What follows belongs to an exercise in optimizing a design on an open flow for small area, a short achievable clock period and few clock cycles per item; a production flow would make more cautious choices. No run shown here included a check of the RTL's function; only the layout flow was run.

==> flow/design.v (outline; a module is shown in full before it is edited, if it fits) <==
// module sqrt_binary_search: 882 lines
module sqrt_binary_search (
    input  logic        clk,
    input  logic        rst,         
    input  logic        valid_in,
    input  logic [15:0] x,           
    output logic [15:0] x_sqrt,      
    output logic        valid_out
);
  // ...
==> flow/run.sh <==
#!/bin/bash
# synth_recipe.tcl (not shown) runs the flow's synth.tcl, then flattens the netlist and writes it again
# the make line also repeats each setting of config.mk as NAME=value (left out here)
make -C /OpenROAD-flow-scripts/flow DESIGN_CONFIG=/design/flow/config.mk WORK_HOME=/design/flow/orfs CLKGATE_MAP_FILE= SYNTH_SCRIPT=/design/flow/synth_recipe.tcl finish
==> flow/config.mk <==
export PLATFORM = sky130hd
export DESIGN_NAME = sqrt_binary_search
export DESIGN_NICKNAME = sqrt_binary_search
export VERILOG_FILES = /design/flow/design.v
export SDC_FILE = /design/flow/constraint.sdc
export NUM_CORES = 4
export LEC_CHECK = 0
export ABC_AREA = 1
export CAP_MARGIN = 20
export CORE_MARGIN = 2
export CORE_UTILIZATION = 40
export SLEW_MARGIN = 20
==> flow/constraint.sdc <==
create_clock -name core_clock -period 11.0 [get_ports {clk}]
set_input_delay 2.2000 -clock core_clock [delete_from_list [all_inputs] [get_ports {clk}]]
set_output_delay 2.2000 -clock core_clock [all_outputs]
set_load 0.01 [all_outputs]
==> impl_metrics.yaml, run 1 <==
setup_path:
  crit_path_end: "x_sqrt[0]"
  path_class: "reg2out"
  cp_max_fo: 17
  crit_top_cell: "nand2_1"
final_layout:
  drive_gt1_frac: 0.134
  layout.nonclk_buf_frac: 0.0669
  largest_cell_class: "multi-input combinational cells"
  multi_input_area_sq_mm: 0.00332
  clk_share: 0.0119
  fin_util: 0.449
  synthToLayoutAreaGrowth_pct: 9.19
cts:
  cts.sinks: 18
  cts_tree: "built"
  cts_root_buf: "clkbuf_8"
  cts_buffers: 3
placed_design:
  dpl-instance-area_sq_mm: 0.00458
  place_ws_ps: 2200
global_route:
  top_usage_layer: "met2"
sta:
  fmax_ghz: 0.110
  timing.setup.tns_ps: 0
  setup_viol: 0
  hold_viol: 0
synthesis:
  synth-async-reset-ratio: 0
  synth_edf_count: 0
  synth_commonest_cells: "274 x nand2_1, 98 x inv_1, 76 x nand3_1"
  yosysSeqAreaShare: 0.0849
worst_hold_path:
  min_to: "x_r[0]$_DFF_P_"
run_status:
  status: "no timing/DRC/antenna violations"
==> run 2: changes to the inputs <==
--- a/flow/design.v
+++ b/flow/design.v
@@ -2,40 +2,41 @@
     input  logic        clk,
     input  logic        rst,         
     input  logic        valid_in,
     input  logic [15:0] x,           
     output logic [15:0] x_sqrt,      
     output logic        valid_out
 );
     wire [2:0] s_a0 = {1'b0, x[15:14]};
-    wire [2:0] s_o0 = 3'b111;
-    wire [2:0] s_g0_0 = s_a0 & s_o0;
-    wire [2:0] s_p0_0 = s_a0 | s_o0;
+    wire [2:0] s_t0 = {1'd0, 2'b01};
+    wire [2:0] s_g0_0 = ~s_a0 & s_t0;
+    wire [2:0] s_p0_0 = ~s_a0 | s_t0;
     wire [2:0] s_g0_1, s_p0_1;
     assign s_g0_1[0] = s_g0_0[0];
     assign s_p0_1[0] = s_p0_0[0];
     assign s_g0_1[1] = s_g0_0[1] | (s_p0_0[1] & s_g0_0[0]);
     assign s_p0_1[1] = s_p0_0[1] & s_p0_0[0];
     assign s_g0_1[2] = s_g0_0[2] | (s_p0_0[2] & s_g0_0[1]);
     assign s_p0_1[2] = s_p0_0[2] & s_p0_0[1];
     wire [2:0] s_g0_2, s_p0_2;
     assign s_g0_2[0] = s_g0_1[0];
     assign s_p0_2[0] = s_p0_1[0];
     assign s_g0_2[1] = s_g0_1[1];
     assign s_p0_2[1] = s_p0_1[1];
     assign s_g0_2[2] = s_g0_1[2] | (s_p0_1[2] & s_g0_1[0]);
     assign s_p0_2[2] = s_p0_1[2] & s_p0_1[0];
-    wire [2:0] s_c0 = {s_g0_2[1:0], 1'b0};
-    wire [2:0] s_r1 = s_a0 ^ (s_o0 ^ s_c0);
-    wire [0:0] s_q1 = ~s_r1[2];
-    wire [3:0] s_a1 = {s_r1[1:0], x[13:12]};
-    wire [3:0] s_o1 = {s_q1[0], s_q1 ^ {1{s_q1[0]}}, 2'b11};
-    wire [3:0] s_g1_0 = s_a1 & s_o1;
-    wire [3:0] s_p1_0 = s_a1 | s_o1;
+    wire s_ge0 = ~s_g0_2[2];
+    wire [0:0] s_q1 = s_ge0;
+    wire [1:0] s_b0 = {s_g0_2[0:0], 1'b0};
+    wire [1:0] s_r1 = s_ge0 ? (s_a0[1:0] ^ (s_t0[1:0] ^ s_b0)) : s_a0[1:0];
+    wire [3:0] s_a1 = {s_r1, x[13:12]};
+    wire [3:0] s_t1 = {1'b0, s_q1, 2'b01};
+    wire [3:0] s_g1_0 = ~s_a1 & s_t1;
+    wire [3:0] s_p1_0 = ~s_a1 | s_t1;
     wire [3:0] s_g1_1, s_p1_1;
     assign s_g1_1[0] = s_g1_0[0];
     assign s_p1_1[0] = s_p1_0[0];
     assign s_g1_1[1] = s_g1_0[1] | (s_p1_0[1] & s_g1_0[0]);
     assign s_p1_1[1] = s_p1_0[1] & s_p1_0[0];
     assign s_g1_1[2] = s_g1_0[2] | (s_p1_0[2] & s_g1_0[1]);
     assign s_p1_1[2] = s_p1_0[2] & s_p1_0[1];
     assign s_g1_1[3] = s_g1_0[3] | (s_p1_0[3] & s_g1_0[2]);
@@ -44,23 +45,24 @@
     assign s_g1_2[0] = s_g1_1[0];
     assign s_p1_2[0] = s_p1_1[0];
     assign s_g1_2[1] = s_g1_1[1];
     assign s_p1_2[1] = s_p1_1[1];
     assign s_g1_2[2] = s_g1_1[2] | (s_p1_1[2] & s_g1_1[0]);
     assign s_p1_2[2] = s_p1_1[2] & s_p1_1[0];
     assign s_g1_2[3] = s_g1_1[3] | (s_p1_1[3] & s_g1_1[1]);
     assign s_p1_2[3] = s_p1_1[3] & s_p1_1[1];
-    wire [3:0] s_c1 = {s_g1_2[2:0], 1'b0};
-    wire [3:0] s_r2 = s_a1 ^ (s_o1 ^ s_c1);
-    wire [1:0] s_q2 = {s_q1, ~s_r2[3]};
-    wire [4:0] s_a2 = {s_r2[2:0], x[11:10]};
-    wire [4:0] s_o2 = {s_q2[0], s_q2 ^ {2{s_q2[0]}}, 2'b11};
-    wire [4:0] s_g2_0 = s_a2 & s_o2;
-    wire [4:0] s_p2_0 = s_a2 | s_o2;
+    wire s_ge1 = ~s_g1_2[3];
+    wire [1:0] s_q2 = {s_q1, s_ge1};
+    wire [2:0] s_b1 = {s_g1_2[1:0], 1'b0};
+    wire [2:0] s_r2 = s_ge1 ? (s_a1[2:0] ^ (s_t1[2:0] ^ s_b1)) : s_a1[2:0];
+    wire [4:0] s_a2 = {s_r2, x[11:10]};
+    wire [4:0] s_t2 = {1'b0, s_q2, 2'b01};
+    wire [4:0] s_g2_0 = ~s_a2 & s_t2;
+    wire [4:0] s_p2_0 = ~s_a2 | s_t2;
     wire [4:0] s_g2_1, s_p2_1;
     assign s_g2_1[0] = s_g2_0[0];
     assign s_p2_1[0] = s_p2_0[0];
     assign s_g2_1[1] = s_g2_0[1] | (s_p2_0[1] & s_g2_0[0]);
     assign s_p2_1[1] = s_p2_0[1] & s_p2_0[0];
     assign s_g2_1[2] = s_g2_0[2] | (s_p2_0[2] & s_g2_0[1]);
     assign s_p2_1[2] = s_p2_0[2] & s_p2_0[1];
     assign s_g2_1[3] = s_g2_0[3] | (s_p2_0[3] & s_g2_0[2]);
@@ -84,23 +86,24 @@
     assign s_g2_3[1] = s_g2_2[1];
     assign s_p2_3[1] = s_p2_2[1];
     assign s_g2_3[2] = s_g2_2[2];
     assign s_p2_3[2] = s_p2_2[2];
     assign s_g2_3[3] = s_g2_2[3];
     assign s_p2_3[3] = s_p2_2[3];
     assign s_g2_3[4] = s_g2_2[4] | (s_p2_2[4] & s_g2_2[0]);
     assign s_p2_3[4] = s_p2_2[4] & s_p2_2[0];
-    wire [4:0] s_c2 = {s_g2_3[3:0], 1'b0};
-    wire [4:0] s_r3 = s_a2 ^ (s_o2 ^ s_c2);
-    wire [2:0] s_q3 = {s_q2, ~s_r3[4]};
-    wire [5:0] s_a3 = {s_r3[3:0], x[9:8]};
-    wire [5:0] s_o3 = {s_q3[0], s_q3 ^ {3{s_q3[0]}}, 2'b11};
-    wire [5:0] s_g3_0 = s_a3 & s_o3;
-    wire [5:0] s_p3_0 = s_a3 | s_o3;
+    wire s_ge2 = ~s_g2_3[4];
+    wire [2:0] s_q3 = {s_q2, s_ge2};
+    wire [3:0] s_b2 = {s_g2_3[2:0], 1'b0};
+    wire [3:0] s_r3 = s_ge2 ? (s_a2[3:0] ^ (s_t2[3:0] ^ s_b2)) : s_a2[3:0];
+    wire [5:0] s_a3 = {s_r3, x[9:8]};
+    wire [5:0] s_t3 = {1'b0, s_q3, 2'b01};
+    wire [5:0] s_g3_0 = ~s_a3 & s_t3;
+    wire [5:0] s_p3_0 = ~s_a3 | s_t3;
     wire [5:0] s_g3_1, s_p3_1;
     assign s_g3_1[0] = s_g3_0[0];
     assign s_p3_1[0] = s_p3_0[0];
     assign s_g3_1[1] = s_g3_0[1] | (s_p3_0[1] & s_g3_0[0]);
     assign s_p3_1[1] = s_p3_0[1] & s_p3_0[0];
     assign s_g3_1[2] = s_g3_0[2] | (s_p3_0[2] & s_g3_0[1]);
     assign s_p3_1[2] = s_p3_0[2] & s_p3_0[1];
     assign s_g3_1[3] = s_g3_0[3] | (s_p3_0[3] & s_g3_0[2]);
@@ -130,23 +133,24 @@
     assign s_g3_3[2] = s_g3_2[2];
     assign s_p3_3[2] = s_p3_2[2];
     assign s_g3_3[3] = s_g3_2[3];
     assign s_p3_3[3] = s_p3_2[3];
     assign s_g3_3[4] = s_g3_2[4] | (s_p3_2[4] & s_g3_2[0]);
     assign s_p3_3[4] = s_p3_2[4] & s_p3_2[0];
     assign s_g3_3[5] = s_g3_2[5] | (s_p3_2[5] & s_g3_2[1]);
     assign s_p3_3[5] = s_p3_2[5] & s_p3_2[1];
-    wire [5:0] s_c3 = {s_g3_3[4:0], 1'b0};
-    wire [5:0] s_r4 = s_a3 ^ (s_o3 ^ s_c3);
-    wire [3:0] s_q4 = {s_q3, ~s_r4[5]};
-    wire [6:0] s_a4 = {s_r4[4:0], x[7:6]};
-    wire [6:0] s_o4 = {s_q4[0], s_q4 ^ {4{s_q4[0]}}, 2'b11};
-    wire [6:0] s_g4_0 = s_a4 & s_o4;
-    wire [6:0] s_p4_0 = s_a4 | s_o4;
+    wire s_ge3 = ~s_g3_3[5];
+    wire [3:0] s_q4 = {s_q3, s_ge3};
+    wire [4:0] s_b3 = {s_g3_3[3:0], 1'b0};
+    wire [4:0] s_r4 = s_ge3 ? (s_a3[4:0] ^ (s_t3[4:0] ^ s_b3)) : s_a3[4:0];
+    wire [6:0] s_a4 = {s_r4, x[7:6]};
+    wire [6:0] s_t4 = {1'b0, s_q4, 2'b01};
+    wire [6:0] s_g4_0 = ~s_a4 & s_t4;
+    wire [6:0] s_p4_0 = ~s_a4 | s_t4;
     wire [6:0] s_g4_1, s_p4_1;
     assign s_g4_1[0] = s_g4_0[0];
     assign s_p4_1[0] = s_p4_0[0];
     assign s_g4_1[1] = s_g4_0[1] | (s_p4_0[1] & s_g4_0[0]);
     assign s_p4_1[1] = s_p4_0[1] & s_p4_0[0];
     assign s_g4_1[2] = s_g4_0[2] | (s_p4_0[2] & s_g4_0[1]);
     assign s_p4_1[2] = s_p4_0[2] & s_p4_0[1];
     assign s_g4_1[3] = s_g4_0[3] | (s_p4_0[3] & s_g4_0[2]);
@@ -182,23 +186,24 @@
     assign s_g4_3[3] = s_g4_2[3];
     assign s_p4_3[3] = s_p4_2[3];
     assign s_g4_3[4] = s_g4_2[4] | (s_p4_2[4] & s_g4_2[0]);
     assign s_p4_3[4] = s_p4_2[4] & s_p4_2[0];
     assign s_g4_3[5] = s_g4_2[5] | (s_p4_2[5] & s_g4_2[1]);
     assign s_p4_3[5] = s_p4_2[5] & s_p4_2[1];
     assign s_g4_3[6] = s_g4_2[6] | (s_p4_2[6] & s_g4_2[2]);
     assign s_p4_3[6] = s_p4_2[6] & s_p4_2[2];
-    wire [6:0] s_c4 = {s_g4_3[5:0], 1'b0};
-    wire [6:0] s_r5 = s_a4 ^ (s_o4 ^ s_c4);
-    wire [4:0] s_q5 = {s_q4, ~s_r5[6]};
-    wire [7:0] s_a5 = {s_r5[5:0], x[5:4]};
-    wire [7:0] s_o5 = {s_q5[0], s_q5 ^ {5{s_q5[0]}}, 2'b11};
-    wire [7:0] s_g5_0 = s_a5 & s_o5;
-    wire [7:0] s_p5_0 = s_a5 | s_o5;
+    wire s_ge4 = ~s_g4_3[6];
+    wire [4:0] s_q5 = {s_q4, s_ge4};
+    wire [5:0] s_b4 = {s_g4_3[4:0], 1'b0};
+    wire [5:0] s_r5 = s_ge4 ? (s_a4[5:0] ^ (s_t4[5:0] ^ s_b4)) : s_a4[5:0];
+    wire [7:0] s_a5 = {s_r5, x[5:4]};
+    wire [7:0] s_t5 = {1'b0, s_q5, 2'b01};
+    wire [7:0] s_g5_0 = ~s_a5 & s_t5;
+    wire [7:0] s_p5_0 = ~s_a5 | s_t5;
     wire [7:0] s_g5_1, s_p5_1;
     assign s_g5_1[0] = s_g5_0[0];
     assign s_p5_1[0] = s_p5_0[0];
     assign s_g5_1[1] = s_g5_0[1] | (s_p5_0[1] & s_g5_0[0]);
     assign s_p5_1[1] = s_p5_0[1] & s_p5_0[0];
     assign s_g5_1[2] = s_g5_0[2] | (s_p5_0[2] & s_g5_0[1]);
     assign s_p5_1[2] = s_p5_0[2] & s_p5_0[1];
     assign s_g5_1[3] = s_g5_0[3] | (s_p5_0[3] & s_g5_0[2]);
@@ -240,23 +245,24 @@
     assign s_g5_3[4] = s_g5_2[4] | (s_p5_2[4] & s_g5_2[0]);
     assign s_p5_3[4] = s_p5_2[4] & s_p5_2[0];
     assign s_g5_3[5] = s_g5_2[5] | (s_p5_2[5] & s_g5_2[1]);
     assign s_p5_3[5] = s_p5_2[5] & s_p5_2[1];
     assign s_g5_3[6] = s_g5_2[6] | (s_p5_2[6] & s_g5_2[2]);
     assign s_p5_3[6] = s_p5_2[6] & s_p5_2[2];
     assign s_g5_3[7] = s_g5_2[7] | (s_p5_2[7] & s_g5_2[3]);
     assign s_p5_3[7] = s_p5_2[7] & s_p5_2[3];
-    wire [7:0] s_c5 = {s_g5_3[6:0], 1'b0};
-    wire [7:0] s_r6 = s_a5 ^ (s_o5 ^ s_c5);
-    wire [5:0] s_q6 = {s_q5, ~s_r6[7]};
-    wire [8:0] s_a6 = {s_r6[6:0], x[3:2]};
-    wire [8:0] s_o6 = {s_q6[0], s_q6 ^ {6{s_q6[0]}}, 2'b11};
-    wire [8:0] s_g6_0 = s_a6 & s_o6;
-    wire [8:0] s_p6_0 = s_a6 | s_o6;
+    wire s_ge5 = ~s_g5_3[7];
+    wire [5:0] s_q6 = {s_q5, s_ge5};
+    wire [6:0] s_b5 = {s_g5_3[5:0], 1'b0};
+    wire [6:0] s_r6 = s_ge5 ? (s_a5[6:0] ^ (s_t5[6:0] ^ s_b5)) : s_a5[6:0];
+    wire [8:0] s_a6 = {s_r6, x[3:2]};
+    wire [8:0] s_t6 = {1'b0, s_q6, 2'b01};
+    wire [8:0] s_g6_0 = ~s_a6 & s_t6;
+    wire [8:0] s_p6_0 = ~s_a6 | s_t6;
     wire [8:0] s_g6_1, s_p6_1;
     assign s_g6_1[0] = s_g6_0[0];
     assign s_p6_1[0] = s_p6_0[0];
     assign s_g6_1[1] = s_g6_0[1] | (s_p6_0[1] & s_g6_0[0]);
     assign s_p6_1[1] = s_p6_0[1] & s_p6_0[0];
     assign s_g6_1[2] = s_g6_0[2] | (s_p6_0[2] & s_g6_0[1]);
     assign s_p6_1[2] = s_p6_0[2] & s_p6_0[1];
     assign s_g6_1[3] = s_g6_0[3] | (s_p6_0[3] & s_g6_0[2]);
@@ -323,125 +329,125 @@
     assign s_g6_4[5] = s_g6_3[5];
     assign s_p6_4[5] = s_p6_3[5];
     assign s_g6_4[6] = s_g6_3[6];
     assign s_p6_4[6] = s_p6_3[6];
     assign s_g6_4[7] = s_g6_3[7];
     assign s_p6_4[7] = s_p6_3[7];
     assign s_g6_4[8] = s_g6_3[8] | (s_p6_3[8] & s_g6_3[0]);
     assign s_p6_4[8] = s_p6_3[8] & s_p6_3[0];
-    wire [8:0] s_c6 = {s_g6_4[7:0], 1'b0};
-    wire [8:0] s_r7 = s_a6 ^ (s_o6 ^ s_c6);
-    wire [6:0] s_q7 = {s_q6, ~s_r7[8]};
-    logic [6:0] q_r;
+    wire s_ge6 = ~s_g6_4[8];
+    wire [6:0] s_q7 = {s_q6, s_ge6};
+    wire [7:0] s_b6 = {s_g6_4[6:0], 1'b0};
+    wire [7:0] s_r7 = s_ge6 ? (s_a6[7:0] ^ (s_t6[7:0] ^ s_b6)) : s_a6[7:0];
+    wire [9:0] s_a7 = {s_r7, x[1:0]};
+    wire [9:0] s_t7 = {1'b0, s_q7, 2'b01};
+    wire [9:0] s_g7_0 = ~s_a7 & s_t7;
+    wire [9:0] s_p7_0 = ~s_a7 | s_t7;
+    wire [9:0] s_g7_1, s_p7_1;
+    assign s_g7_1[0] = s_g7_0[0];
+    assign s_p7_1[0] = s_p7_0[0];
+    assign s_g7_1[1] = s_g7_0[1] | (s_p7_0[1] & s_g7_0[0]);
+    assign s_p7_1[1] = s_p7_0[1] & s_p7_0[0];
+    assign s_g7_1[2] = s_g7_0[2] | (s_p7_0[2] & s_g7_0[1]);
+    assign s_p7_1[2] = s_p7_0[2] & s_p7_0[1];
+    assign s_g7_1[3] = s_g7_0[3] | (s_p7_0[3] & s_g7_0[2]);
+    assign s_p7_1[3] = s_p7_0[3] & s_p7_0[2];
+    assign s_g7_1[4] = s_g7_0[4] | (s_p7_0[4] & s_g7_0[3]);
+    assign s_p7_1[4] = s_p7_0[4] & s_p7_0[3];
+    assign s_g7_1[5] = s_g7_0[5] | (s_p7_0[5] & s_g7_0[4]);
+    assign s_p7_1[5] = s_p7_0[5] & s_p7_0[4];
+    assign s_g7_1[6] = s_g7_0[6] | (s_p7_0[6] & s_g7_0[5]);
+    assign s_p7_1[6] = s_p7_0[6] & s_p7_0[5];
+    assign s_g7_1[7] = s_g7_0[7] | (s_p7_0[7] & s_g7_0[6]);
+    assign s_p7_1[7] = s_p7_0[7] & s_p7_0[6];
+    assign s_g7_1[8] = s_g7_0[8] | (s_p7_0[8] & s_g7_0[7]);
+    assign s_p7_1[8] = s_p7_0[8] & s_p7_0[7];
+    assign s_g7_1[9] = s_g7_0[9] | (s_p7_0[9] & s_g7_0[8]);
+    assign s_p7_1[9] = s_p7_0[9] & s_p7_0[8];
+    wire [9:0] s_g7_2, s_p7_2;
+    assign s_g7_2[0] = s_g7_1[0];
+    assign s_p7_2[0] = s_p7_1[0];
+    assign s_g7_2[1] = s_g7_1[1];
+    assign s_p7_2[1] = s_p7_1[1];
+    assign s_g7_2[2] = s_g7_1[2] | (s_p7_1[2] & s_g7_1[0]);
+    assign s_p7_2[2] = s_p7_1[2] & s_p7_1[0];
+    assign s_g7_2[3] = s_g7_1[3] | (s_p7_1[3] & s_g7_1[1]);
+    assign s_p7_2[3] = s_p7_1[3] & s_p7_1[1];
+    assign s_g7_2[4] = s_g7_1[4] | (s_p7_1[4] & s_g7_1[2]);
+    assign s_p7_2[4] = s_p7_1[4] & s_p7_1[2];
+    assign s_g7_2[5] = s_g7_1[5] | (s_p7_1[5] & s_g7_1[3]);
+    assign s_p7_2[5] = s_p7_1[5] & s_p7_1[3];
+    assign s_g7_2[6] = s_g7_1[6] | (s_p7_1[6] & s_g7_1[4]);
+    assign s_p7_2[6] = s_p7_1[6] & s_p7_1[4];
+    assign s_g7_2[7] = s_g7_1[7] | (s_p7_1[7] & s_g7_1[5]);
+    assign s_p7_2[7] = s_p7_1[7] & s_p7_1[5];
+    assign s_g7_2[8] = s_g7_1[8] | (s_p7_1[8] & s_g7_1[6]);
+    assign s_p7_2[8] = s_p7_1[8] & s_p7_1[6];
+    assign s_g7_2[9] = s_g7_1[9] | (s_p7_1[9] & s_g7_1[7]);
+    assign s_p7_2[9] = s_p7_1[9] & s_p7_1[7];
+    wire [9:0] s_g7_3, s_p7_3;
+    assign s_g7_3[0] = s_g7_2[0];
+    assign s_p7_3[0] = s_p7_2[0];
+    assign s_g7_3[1] = s_g7_2[1];
+    assign s_p7_3[1] = s_p7_2[1];
+    assign s_g7_3[2] = s_g7_2[2];
+    assign s_p7_3[2] = s_p7_2[2];
+    assign s_g7_3[3] = s_g7_2[3];
+    assign s_p7_3[3] = s_p7_2[3];
+    assign s_g7_3[4] = s_g7_2[4] | (s_p7_2[4] & s_g7_2[0]);
+    assign s_p7_3[4] = s_p7_2[4] & s_p7_2[0];
+    assign s_g7_3[5] = s_g7_2[5] | (s_p7_2[5] & s_g7_2[1]);
+    assign s_p7_3[5] = s_p7_2[5] & s_p7_2[1];
+    assign s_g7_3[6] = s_g7_2[6] | (s_p7_2[6] & s_g7_2[2]);
+    assign s_p7_3[6] = s_p7_2[6] & s_p7_2[2];
+    assign s_g7_3[7] = s_g7_2[7] | (s_p7_2[7] & s_g7_2[3]);
+    assign s_p7_3[7] = s_p7_2[7] & s_p7_2[3];
+    assign s_g7_3[8] = s_g7_2[8] | (s_p7_2[8] & s_g7_2[4]);
+    assign s_p7_3[8] = s_p7_2[8] & s_p7_2[4];
+    assign s_g7_3[9] = s_g7_2[9] | (s_p7_2[9] & s_g7_2[5]);
+    assign s_p7_3[9] = s_p7_2[9] & s_p7_2[5];
+    wire [9:0] s_g7_4, s_p7_4;
+    assign s_g7_4[0] = s_g7_3[0];
+    assign s_p7_4[0] = s_p7_3[0];
+    assign s_g7_4[1] = s_g7_3[1];
+    assign s_p7_4[1] = s_p7_3[1];
+    assign s_g7_4[2] = s_g7_3[2];
+    assign s_p7_4[2] = s_p7_3[2];
+    assign s_g7_4[3] = s_g7_3[3];
+    assign s_p7_4[3] = s_p7_3[3];
+    assign s_g7_4[4] = s_g7_3[4];
+    assign s_p7_4[4] = s_p7_3[4];
+    assign s_g7_4[5] = s_g7_3[5];
+    assign s_p7_4[5] = s_p7_3[5];
+    assign s_g7_4[6] = s_g7_3[6];
+    assign s_p7_4[6] = s_p7_3[6];
+    assign s_g7_4[7] = s_g7_3[7];
+    assign s_p7_4[7] = s_p7_3[7];
+    assign s_g7_4[8] = s_g7_3[8] | (s_p7_3[8] & s_g7_3[0]);
+    assign s_p7_4[8] = s_p7_3[8] & s_p7_3[0];
+    assign s_g7_4[9] = s_g7_3[9] | (s_p7_3[9] & s_g7_3[1]);
+    assign s_p7_4[9] = s_p7_3[9] & s_p7_3[1];
+    wire s_ge7 = ~s_g7_4[9];
+    wire [7:0] s_q8 = {s_q7, s_ge7};
+    wire [8:0] s_b7 = {s_g7_4[7:0], 1'b0};
+    wire [8:0] s_r8 = s_ge7 ? (s_a7[8:0] ^ (s_t7[8:0] ^ s_b7)) : s_a7[8:0];
+    logic [7:0] q_r;
     logic [8:0] r_r;
-    logic [1:0] x_r;
     logic v_r;
     always_ff @(posedge clk) begin
         if (rst) v_r <= 1'b0;
         else     v_r <= valid_in;
-        q_r <= s_q7;
-        r_r <= s_r7;
-        x_r <= x[1:0];
+        q_r <= s_q8;
+        r_r <= s_r8;
     end
-    wire [9:0] t_a7 = {r_r[7:0], x_r[1:0]};
-    wire [9:0] t_o7 = {q_r[0], q_r ^ {7{q_r[0]}}, 2'b11};
-    wire [9:0] t_g7_0 = t_a7 & t_o7;
-    wire [9:0] t_p7_0 = t_a7 | t_o7;
-    wire [9:0] t_g7_1, t_p7_1;
-    assign t_g7_1[0] = t_g7_0[0];
-    assign t_p7_1[0] = t_p7_0[0];
-    assign t_g7_1[1] = t_g7_0[1] | (t_p7_0[1] & t_g7_0[0]);
-    assign t_p7_1[1] = t_p7_0[1] & t_p7_0[0];
-    assign t_g7_1[2] = t_g7_0[2] | (t_p7_0[2] & t_g7_0[1]);
-    assign t_p7_1[2] = t_p7_0[2] & t_p7_0[1];
-    assign t_g7_1[3] = t_g7_0[3] | (t_p7_0[3] & t_g7_0[2]);
-    assign t_p7_1[3] = t_p7_0[3] & t_p7_0[2];
-    assign t_g7_1[4] = t_g7_0[4] | (t_p7_0[4] & t_g7_0[3]);
-    assign t_p7_1[4] = t_p7_0[4] & t_p7_0[3];
-    assign t_g7_1[5] = t_g7_0[5] | (t_p7_0[5] & t_g7_0[4]);
-    assign t_p7_1[5] = t_p7_0[5] & t_p7_0[4];
-    assign t_g7_1[6] = t_g7_0[6] | (t_p7_0[6] & t_g7_0[5]);
-    assign t_p7_1[6] = t_p7_0[6] & t_p7_0[5];
-    assign t_g7_1[7] = t_g7_0[7] | (t_p7_0[7] & t_g7_0[6]);
-    assign t_p7_1[7] = t_p7_0[7] & t_p7_0[6];
-    assign t_g7_1[8] = t_g7_0[8] | (t_p7_0[8] & t_g7_0[7]);
-    assign t_p7_1[8] = t_p7_0[8] & t_p7_0[7];
-    assign t_g7_1[9] = t_g7_0[9] | (t_p7_0[9] & t_g7_0[8]);
-    assign t_p7_1[9] = t_p7_0[9] & t_p7_0[8];
-    wire [9:0] t_g7_2, t_p7_2;
-    assign t_g7_2[0] = t_g7_1[0];
-    assign t_p7_2[0] = t_p7_1[0];
-    assign t_g7_2[1] = t_g7_1[1];
-    assign t_p7_2[1] = t_p7_1[1];
-    assign t_g7_2[2] = t_g7_1[2] | (t_p7_1[2] & t_g7_1[0]);
-    assign t_p7_2[2] = t_p7_1[2] & t_p7_1[0];
-    assign t_g7_2[3] = t_g7_1[3] | (t_p7_1[3] & t_g7_1[1]);
-    assign t_p7_2[3] = t_p7_1[3] & t_p7_1[1];
-    assign t_g7_2[4] = t_g7_1[4] | (t_p7_1[4] & t_g7_1[2]);
-    assign t_p7_2[4] = t_p7_1[4] & t_p7_1[2];
-    assign t_g7_2[5] = t_g7_1[5] | (t_p7_1[5] & t_g7_1[3]);
-    assign t_p7_2[5] = t_p7_1[5] & t_p7_1[3];
-    assign t_g7_2[6] = t_g7_1[6] | (t_p7_1[6] & t_g7_1[4]);
-    assign t_p7_2[6] = t_p7_1[6] & t_p7_1[4];
-    assign t_g7_2[7] = t_g7_1[7] | (t_p7_1[7] & t_g7_1[5]);
-    assign t_p7_2[7] = t_p7_1[7] & t_p7_1[5];
-    assign t_g7_2[8] = t_g7_1[8] | (t_p7_1[8] & t_g7_1[6]);
-    assign t_p7_2[8] = t_p7_1[8] & t_p7_1[6];
-    assign t_g7_2[9] = t_g7_1[9] | (t_p7_1[9] & t_g7_1[7]);
-    assign t_p7_2[9] = t_p7_1[9] & t_p7_1[7];
-    wire [9:0] t_g7_3, t_p7_3;
-    assign t_g7_3[0] = t_g7_2[0];
-    assign t_p7_3[0] = t_p7_2[0];
-    assign t_g7_3[1] = t_g7_2[1];
-    assign t_p7_3[1] = t_p7_2[1];
-    assign t_g7_3[2] = t_g7_2[2];
-    assign t_p7_3[2] = t_p7_2[2];
-    assign t_g7_3[3] = t_g7_2[3];
-    assign t_p7_3[3] = t_p7_2[3];
-    assign t_g7_3[4] = t_g7_2[4] | (t_p7_2[4] & t_g7_2[0]);
-    assign t_p7_3[4] = t_p7_2[4] & t_p7_2[0];
-    assign t_g7_3[5] = t_g7_2[5] | (t_p7_2[5] & t_g7_2[1]);
-    assign t_p7_3[5] = t_p7_2[5] & t_p7_2[1];
-    assign t_g7_3[6] = t_g7_2[6] | (t_p7_2[6] & t_g7_2[2]);
-    assign t_p7_3[6] = t_p7_2[6] & t_p7_2[2];
-    assign t_g7_3[7] = t_g7_2[7] | (t_p7_2[7] & t_g7_2[3]);
-    assign t_p7_3[7] = t_p7_2[7] & t_p7_2[3];
-    assign t_g7_3[8] = t_g7_2[8] | (t_p7_2[8] & t_g7_2[4]);
-    assign t_p7_3[8] = t_p7_2[8] & t_p7_2[4];
-    assign t_g7_3[9] = t_g7_2[9] | (t_p7_2[9] & t_g7_2[5]);
-    assign t_p7_3[9] = t_p7_2[9] & t_p7_2[5];
-    wire [9:0] t_g7_4, t_p7_4;
-    assign t_g7_4[0] = t_g7_3[0];
-    assign t_p7_4[0] = t_p7_3[0];
-    assign t_g7_4[1] = t_g7_3[1];
-    assign t_p7_4[1] = t_p7_3[1];
-    assign t_g7_4[2] = t_g7_3[2];
-    assign t_p7_4[2] = t_p7_3[2];
-    assign t_g7_4[3] = t_g7_3[3];
-    assign t_p7_4[3] = t_p7_3[3];
-    assign t_g7_4[4] = t_g7_3[4];
-    assign t_p7_4[4] = t_p7_3[4];
-    assign t_g7_4[5] = t_g7_3[5];
-    assign t_p7_4[5] = t_p7_3[5];
-    assign t_g7_4[6] = t_g7_3[6];
-    assign t_p7_4[6] = t_p7_3[6];
-    assign t_g7_4[7] = t_g7_3[7];
-    assign t_p7_4[7] = t_p7_3[7];
-    assign t_g7_4[8] = t_g7_3[8] | (t_p7_3[8] & t_g7_3[0]);
-    assign t_p7_4[8] = t_p7_3[8] & t_p7_3[0];
-    assign t_g7_4[9] = t_g7_3[9] | (t_p7_3[9] & t_g7_3[1]);
-    assign t_p7_4[9] = t_p7_3[9] & t_p7_3[1];
-    wire [9:0] t_c7 = {t_g7_4[8:0], 1'b0};
-    wire [9:0] t_r8 = t_a7 ^ (t_o7 ^ t_c7);
-    wire [7:0] t_q8 = {q_r, ~t_r8[9]};
-    wire [10:0] t_a8 = {t_r8[8:0], 2'b00};
-    wire [10:0] t_o8 = {t_q8[0], t_q8 ^ {8{t_q8[0]}}, 2'b11};
-    wire [10:0] t_g8_0 = t_a8 & t_o8;
-    wire [10:0] t_p8_0 = t_a8 | t_o8;
+    wire [10:0] t_a8 = {r_r, 2'b00};
+    wire [10:0] t_t8 = {1'b0, q_r, 2'b01};
+    wire [10:0] t_g8_0 = ~t_a8 & t_t8;
+    wire [10:0] t_p8_0 = ~t_a8 | t_t8;
     wire [10:0] t_g8_1, t_p8_1;
     assign t_g8_1[0] = t_g8_0[0];
     assign t_p8_1[0] = t_p8_0[0];
     assign t_g8_1[1] = t_g8_0[1] | (t_p8_0[1] & t_g8_0[0]);
     assign t_p8_1[1] = t_p8_0[1] & t_p8_0[0];
     assign t_g8_1[2] = t_g8_0[2] | (t_p8_0[2] & t_g8_0[1]);
     assign t_p8_1[2] = t_p8_0[2] & t_p8_0[1];
     assign t_g8_1[3] = t_g8_0[3] | (t_p8_0[3] & t_g8_0[2]);
@@ -524,23 +530,24 @@
     assign t_g8_4[7] = t_g8_3[7];
     assign t_p8_4[7] = t_p8_3[7];
     assign t_g8_4[8] = t_g8_3[8] | (t_p8_3[8] & t_g8_3[0]);
     assign t_p8_4[8] = t_p8_3[8] & t_p8_3[0];
     assign t_g8_4[9] = t_g8_3[9] | (t_p8_3[9] & t_g8_3[1]);
     assign t_p8_4[9] = t_p8_3[9] & t_p8_3[1];
     assign t_g8_4[10] = t_g8_3[10] | (t_p8_3[10] & t_g8_3[2]);
     assign t_p8_4[10] = t_p8_3[10] & t_p8_3[2];
-    wire [10:0] t_c8 = {t_g8_4[9:0], 1'b0};
-    wire [10:0] t_r9 = t_a8 ^ (t_o8 ^ t_c8);
-    wire [8:0] t_q9 = {t_q8, ~t_r9[10]};
-    wire [11:0] t_a9 = {t_r9[9:0], 2'b00};
-    wire [11:0] t_o9 = {t_q9[0], t_q9 ^ {9{t_q9[0]}}, 2'b11};
-    wire [11:0] t_g9_0 = t_a9 & t_o9;
-    wire [11:0] t_p9_0 = t_a9 | t_o9;
+    wire t_ge8 = ~t_g8_4[10];
+    wire [8:0] t_q9 = {q_r, t_ge8};
+    wire [9:0] t_b8 = {t_g8_4[8:0], 1'b0};
+    wire [9:0] t_r9 = t_ge8 ? (t_a8[9:0] ^ (t_t8[9:0] ^ t_b8)) : t_a8[9:0];
+    wire [11:0] t_a9 = {t_r9, 2'b00};
+    wire [11:0] t_t9 = {1'b0, t_q9, 2'b01};
+    wire [11:0] t_g9_0 = ~t_a9 & t_t9;
+    wire [11:0] t_p9_0 = ~t_a9 | t_t9;
     wire [11:0] t_g9_1, t_p9_1;
     assign t_g9_1[0] = t_g9_0[0];
     assign t_p9_1[0] = t_p9_0[0];
     assign t_g9_1[1] = t_g9_0[1] | (t_p9_0[1] & t_g9_0[0]);
     assign t_p9_1[1] = t_p9_0[1] & t_p9_0[0];
     assign t_g9_1[2] = t_g9_0[2] | (t_p9_0[2] & t_g9_0[1]);
     assign t_p9_1[2] = t_p9_0[2] & t_p9_0[1];
     assign t_g9_1[3] = t_g9_0[3] | (t_p9_0[3] & t_g9_0[2]);
@@ -631,23 +638,24 @@
     assign t_g9_4[8] = t_g9_3[8] | (t_p9_3[8] & t_g9_3[0]);
     assign t_p9_4[8] = t_p9_3[8] & t_p9_3[0];
     assign t_g9_4[9] = t_g9_3[9] | (t_p9_3[9] & t_g9_3[1]);
     assign t_p9_4[9] = t_p9_3[9] & t_p9_3[1];
     assign t_g9_4[10] = t_g9_3[10] | (t_p9_3[10] & t_g9_3[2]);
     assign t_p9_4[10] = t_p9_3[10] & t_p9_3[2];
     assign t_g9_4[11] = t_g9_3[11] | (t_p9_3[11] & t_g9_3[3]);
     assign t_p9_4[11] = t_p9_3[11] & t_p9_3[3];
-    wire [11:0] t_c9 = {t_g9_4[10:0], 1'b0};
-    wire [11:0] t_r10 = t_a9 ^ (t_o9 ^ t_c9);
-    wire [9:0] t_q10 = {t_q9, ~t_r10[11]};
-    wire [12:0] t_a10 = {t_r10[10:0], 2'b00};
-    wire [12:0] t_o10 = {t_q10[0], t_q10 ^ {10{t_q10[0]}}, 2'b11};
-    wire [12:0] t_g10_0 = t_a10 & t_o10;
-    wire [12:0] t_p10_0 = t_a10 | t_o10;
+    wire t_ge9 = ~t_g9_4[11];
+    wire [9:0] t_q10 = {t_q9, t_ge9};
+    wire [10:0] t_b9 = {t_g9_4[9:0], 1'b0};
+    wire [10:0] t_r10 = t_ge9 ? (t_a9[10:0] ^ (t_t9[10:0] ^ t_b9)) : t_a9[10:0];
+    wire [12:0] t_a10 = {t_r10, 2'b00};
+    wire [12:0] t_t10 = {1'b0, t_q10, 2'b01};
+    wire [12:0] t_g10_0 = ~t_a10 & t_t10;
+    wire [12:0] t_p10_0 = ~t_a10 | t_t10;
     wire [12:0] t_g10_1, t_p10_1;
     assign t_g10_1[0] = t_g10_0[0];
     assign t_p10_1[0] = t_p10_0[0];
     assign t_g10_1[1] = t_g10_0[1] | (t_p10_0[1] & t_g10_0[0]);
     assign t_p10_1[1] = t_p10_0[1] & t_p10_0[0];
     assign t_g10_1[2] = t_g10_0[2] | (t_p10_0[2] & t_g10_0[1]);
     assign t_p10_1[2] = t_p10_0[2] & t_p10_0[1];
     assign t_g10_1[3] = t_g10_0[3] | (t_p10_0[3] & t_g10_0[2]);
@@ -746,23 +754,24 @@
     assign t_g10_4[9] = t_g10_3[9] | (t_p10_3[9] & t_g10_3[1]);
     assign t_p10_4[9] = t_p10_3[9] & t_p10_3[1];
     assign t_g10_4[10] = t_g10_3[10] | (t_p10_3[10] & t_g10_3[2]);
     assign t_p10_4[10] = t_p10_3[10] & t_p10_3[2];
     assign t_g10_4[11] = t_g10_3[11] | (t_p10_3[11] & t_g10_3[3]);
     assign t_p10_4[11] = t_p10_3[11] & t_p10_3[3];
     assign t_g10_4[12] = t_g10_3[12] | (t_p10_3[12] & t_g10_3[4]);
     assign t_p10_4[12] = t_p10_3[12] & t_p10_3[4];
-    wire [12:0] t_c10 = {t_g10_4[11:0], 1'b0};
-    wire [12:0] t_r11 = t_a10 ^ (t_o10 ^ t_c10);
-    wire [10:0] t_q11 = {t_q10, ~t_r11[12]};
-    wire [13:0] t_a11 = {t_r11[11:0], 2'b00};
-    wire [13:0] t_o11 = {t_q11[0], t_q11 ^ {11{t_q11[0]}}, 2'b11};
-    wire [13:0] t_g11_0 = t_a11 & t_o11;
-    wire [13:0] t_p11_0 = t_a11 | t_o11;
+    wire t_ge10 = ~t_g10_4[12];
+    wire [10:0] t_q11 = {t_q10, t_ge10};
+    wire [11:0] t_b10 = {t_g10_4[10:0], 1'b0};
+    wire [11:0] t_r11 = t_ge10 ? (t_a10[11:0] ^ (t_t10[11:0] ^ t_b10)) : t_a10[11:0];
+    wire [13:0] t_a11 = {t_r11, 2'b00};
+    wire [13:0] t_t11 = {1'b0, t_q11, 2'b01};
+    wire [13:0] t_g11_0 = ~t_a11 & t_t11;
+    wire [13:0] t_p11_0 = ~t_a11 | t_t11;
     wire [13:0] t_g11_1, t_p11_1;
     assign t_g11_1[0] = t_g11_0[0];
     assign t_p11_1[0] = t_p11_0[0];
     assign t_g11_1[1] = t_g11_0[1] | (t_p11_0[1] & t_g11_0[0]);
     assign t_p11_1[1] = t_p11_0[1] & t_p11_0[0];
     assign t_g11_1[2] = t_g11_0[2] | (t_p11_0[2] & t_g11_0[1]);
     assign t_p11_1[2] = t_p11_0[2] & t_p11_0[1];
     assign t_g11_1[3] = t_g11_0[3] | (t_p11_0[3] & t_g11_0[2]);
@@ -869,14 +878,13 @@
     assign t_g11_4[10] = t_g11_3[10] | (t_p11_3[10] & t_g11_3[2]);
     assign t_p11_4[10] = t_p11_3[10] & t_p11_3[2];
     assign t_g11_4[11] = t_g11_3[11] | (t_p11_3[11] & t_g11_3[3]);
     assign t_p11_4[11] = t_p11_3[11] & t_p11_3[3];
     assign t_g11_4[12] = t_g11_3[12] | (t_p11_3[12] & t_g11_3[4]);
     assign t_p11_4[12] = t_p11_3[12] & t_p11_3[4];
     assign t_g11_4[13] = t_g11_3[13] | (t_p11_3[13] & t_g11_3[5]);
     assign t_p11_4[13] = t_p11_3[13] & t_p11_3[5];
-    wire [13:0] t_c11 = {t_g11_4[12:0], 1'b0};
-    wire [13:0] t_r12 = t_a11 ^ (t_o11 ^ t_c11);
-    wire [11:0] t_q12 = {t_q11, ~t_r12[13]};
+    wire t_ge11 = ~t_g11_4[13];
+    wire [11:0] t_q12 = {t_q11, t_ge11};
     assign x_sqrt    = {4'd0, t_q12};
     assign valid_out = v_r;
 endmodule
==> run 2 against run 1 <==
Highest routed layer unchanged. Largest cell class unchanged. Area after synthesis rose by 4.5%. Design area grew 4.4%. Non-clock buffer count stayed put. Hold slack improved by 61 ps. Critical path type unchanged. Critical path depth shrank 16. Cell count rose by 7.1%. Utilization is 0.25 points lower. Synthesized cell count up 8.3%.
==> impl_metrics.yaml, run 2 <==
run_status:
  status: "no timing/DRC/antenna violations"
final_layout:
  drive_gt1_frac: 0.114
  layout_commonest_cell: "nand2_1"
  antennaDiodeCount: 0
  final_cell_mix: "265 x nand2_1, 110 x inv_1, 81 x nand3_1"
  layout.nets: 870
  fin_util: 0.447
  largest-register: "r_r"
  reg.largest.list: "r_r x9, q_r x8, v_r x1"
  largest_reg_flops: 9
  synthToLayoutAreaGrowth_pct: 9.11
placed_design:
  dp_hpwl_microns: 10200
  place.gp.congestion: 0.894
  place_ws_ps: 1720
  io_buffer_count: 31
cts:
  cts_buffers: 3
  cts_tree: "built"
  cts_root_buf: "clkbuf_8"
  post_cts_buffers: 0
  cts.sinks: 18
  cts.repair.resized: 0
  cts_buffer_depth: 2
  cts.hold.buffers_added: 0
  clk_pin_slew_ps: 80
  htree_levels: 1
sta:
  worstMarginPinSlew_ps: 599
  slew_viol_final: 0
  fmax_ghz: 0.106
  rsz0062_at_grt: "no"
  slew_headroom: 0.600
  setup_viol: 0
  period_needed_ps: 9450
  worst_slack_ps: 1550
  timing.setup.tns_ps: 0
  min_period_over_period: 0.859
  hold_viol: 0
synthesis:
  yosysWarnings: 1
  synth_edf_count: 0
  synth_top_family_by_area: "simple AND/OR/NAND/NOR gates"
  synth_ff_type: "dfxtp_1"
  synthMuxAreaShare: 0.00226
  ys_types: 48
  synthAdderAreaFrac: 0.0620
  synth_commonest_cells: "265 x nand2_1, 110 x inv_1, 81 x nand3_1"
  yosys.area_share.simple: 0.531
  synth.most_common_cell: "nand2_1"
  syn_area_sq_mm: 0.00444
  synth_compound_area_frac: 0.0992
  yosysSeqAreaShare: 0.0812
  synth_xor_area_frac: 0.0837
  synth_cells: 807
  synth-async-reset-ratio: 0
  synth_area_per_cell_sq_um: 5.50
  yosysTopAreaCell: "nand2_1"
  synth_seq_cells: 18
  synth_top_area_share: 0.224
  ys_top_cells_by_area: "nand2_1 22%, inv_1 9.3%, nand3_1 9.1%"
worst_hold_path:
  hold_depth: 3
  worstHoldStart: "valid_in"
  hp-class: "in2reg"
  min_to: "v_r$_SDFF_PP0_"
setup_path:
  slowest_stage: "dfxtp_1"
  path_class: "reg2out"
  crit_top_cell: "nand2_1"
  cp_data_required_time_ps: 8800
  cp_max_fo: 17
  critPathArrivalTime_ps: 7250
  cp-start-kind: "flip-flop"
  end_kind: "output port"
  slowest_delay_ps: 590
global_route:
  antenna_found_initial: 0
  grt_use_met2: 0.378
  overflow: 0
  grt_pass1_vias: 4571
  use_met3: 0.0219
  grt_max_degree: 18
  grt_pass1_wl_microns: 21100
  grtUsageTotal: 0.215
  top_usage_layer: "met2"
  use_met1: 0.292
floorplan:
  pin_count: 36
  dieArea_sq_mm: 0.0120
  die_h_microns: 109
  die_w_microns: 109
  core_sq_mm: 0.0108
  initial_core_util: 0.409
  rows: 38
run:
  cap_violations: 0
drt:
  drc_errors: 0
  antenna_left: 0
  dr_total_vias: 4949
  drt_iter0_markers: 364
  routed_wl_microns: 12300
  wl_per_cell_microns: 12.7
  drt_first_pass_iters: 5
  viasPerCell: 5.11
-- run 2: changes by cell type after synthesis, moves of 7 or more --
cell / delta
nand2_1: -9
inv_1: +12
xor2_1: -12
o21ai_0: +28
nor2_1: +28
ha_1: +13
or2_2: +7
-- run 2: how the worst max path moves through the flow --
stage	start	end	slack, ps	depth (start not counted)
3_3_place_gp	q_r[3]$_DFF_P_	x_sqrt[0]	2000	31
5_1_grt	q_r[0]$_DFF_P_	x_sqrt[0]	730	33
2_1_floorplan	x[13]	r_r[0]$_DFF_P_	3520	45
4_1_cts	q_r[3]$_DFF_P_	x_sqrt[0]	1700	31
3_5_place_dp	x[12]	r_r[3]$_DFF_P_	1720	44
6_report	q_r[3]$_DFF_P_	x_sqrt[0]	1550	29
-- run 2: final cells by class --
class,count,area (sq um)
Clock buffer,4,55.1
Fill cell,1192,6000
Inverter,124,473
Multi-Input combinational cell,651,3470
Sequential cell,18,360
Tap cell,140,175
Timing Repair Buffer,31,310
-- run 2: kinds of logic (layout without fill, tap and decap cells) --
logic type      count (synthesis)  after routing
xor+xnor                       40             40
flops                          18             18
mux                             1              1
compound gates                 78             78
fa+ha+maj                      22             22
other cells                     1              4
buf+inv                       141            159
simple gates                  506            506
-- run 2: critical path: cells and delay by family, from the launching register on --
family	cells	cell delay [ps]
and+or+nand+nor	17	2520
buffers and inverters	6	1950
DFF	1	590
AOI/OAI and AO/OA	6	1930
-- run 2: metrics by stage --
| stage | cell area, sq um | cells | hold WS, ps |
|---|---|---|---|
| floorplan | 4450 | 810 | 2270 |
| global placement | 4790 | 964 | 2720 |
| detailed placement | 4790 | 964 | 2730 |
| CTS | 4840 | 968 | 2440 |
| global route | 4840 | 968 | 2490 |
| finish | 4840 | 968 | 2450 |
-- run 2: layer usage --
layer	up-vias	wire, microns
met1	2243	5920
met4	0	93
met5	-	0
met2	124	5710
li1	2568	-
met3	14	621

## static timing again, ports no longer ideal
How much do the figures lean on ideal ports? The routed layouts below were timed once more, with nothing changed but the port constraints. Step 1 (the two cells are an assumption about what drives the block):
set clk [get_ports {clk}]
set_driving_cell -lib_cell sky130_fd_sc_hd__clkbuf_16 $clk
set_driving_cell -lib_cell sky130_fd_sc_hd__buf_2 [delete_from_list [all_inputs] $clk]
Step 2 moves the port delays by t, midway between the first and last clock arrival at a register: inputs arrive t later, outputs are due t later. That takes back most of the time a late clock gives input paths. a / b / c = ideal ports / drivers / drivers and shift; a / b = the first two.
run	t (ns)	slack for setup (ns)	worst setup path at the end	cell pins on the clock port's net
run 1	0.282	1.870 / 1.838 / 2.121	register to output	1
run 2	0.283	1.549 / 1.522 / 1.655	input to register	1
After both steps setup and hold are still met in every run listed.
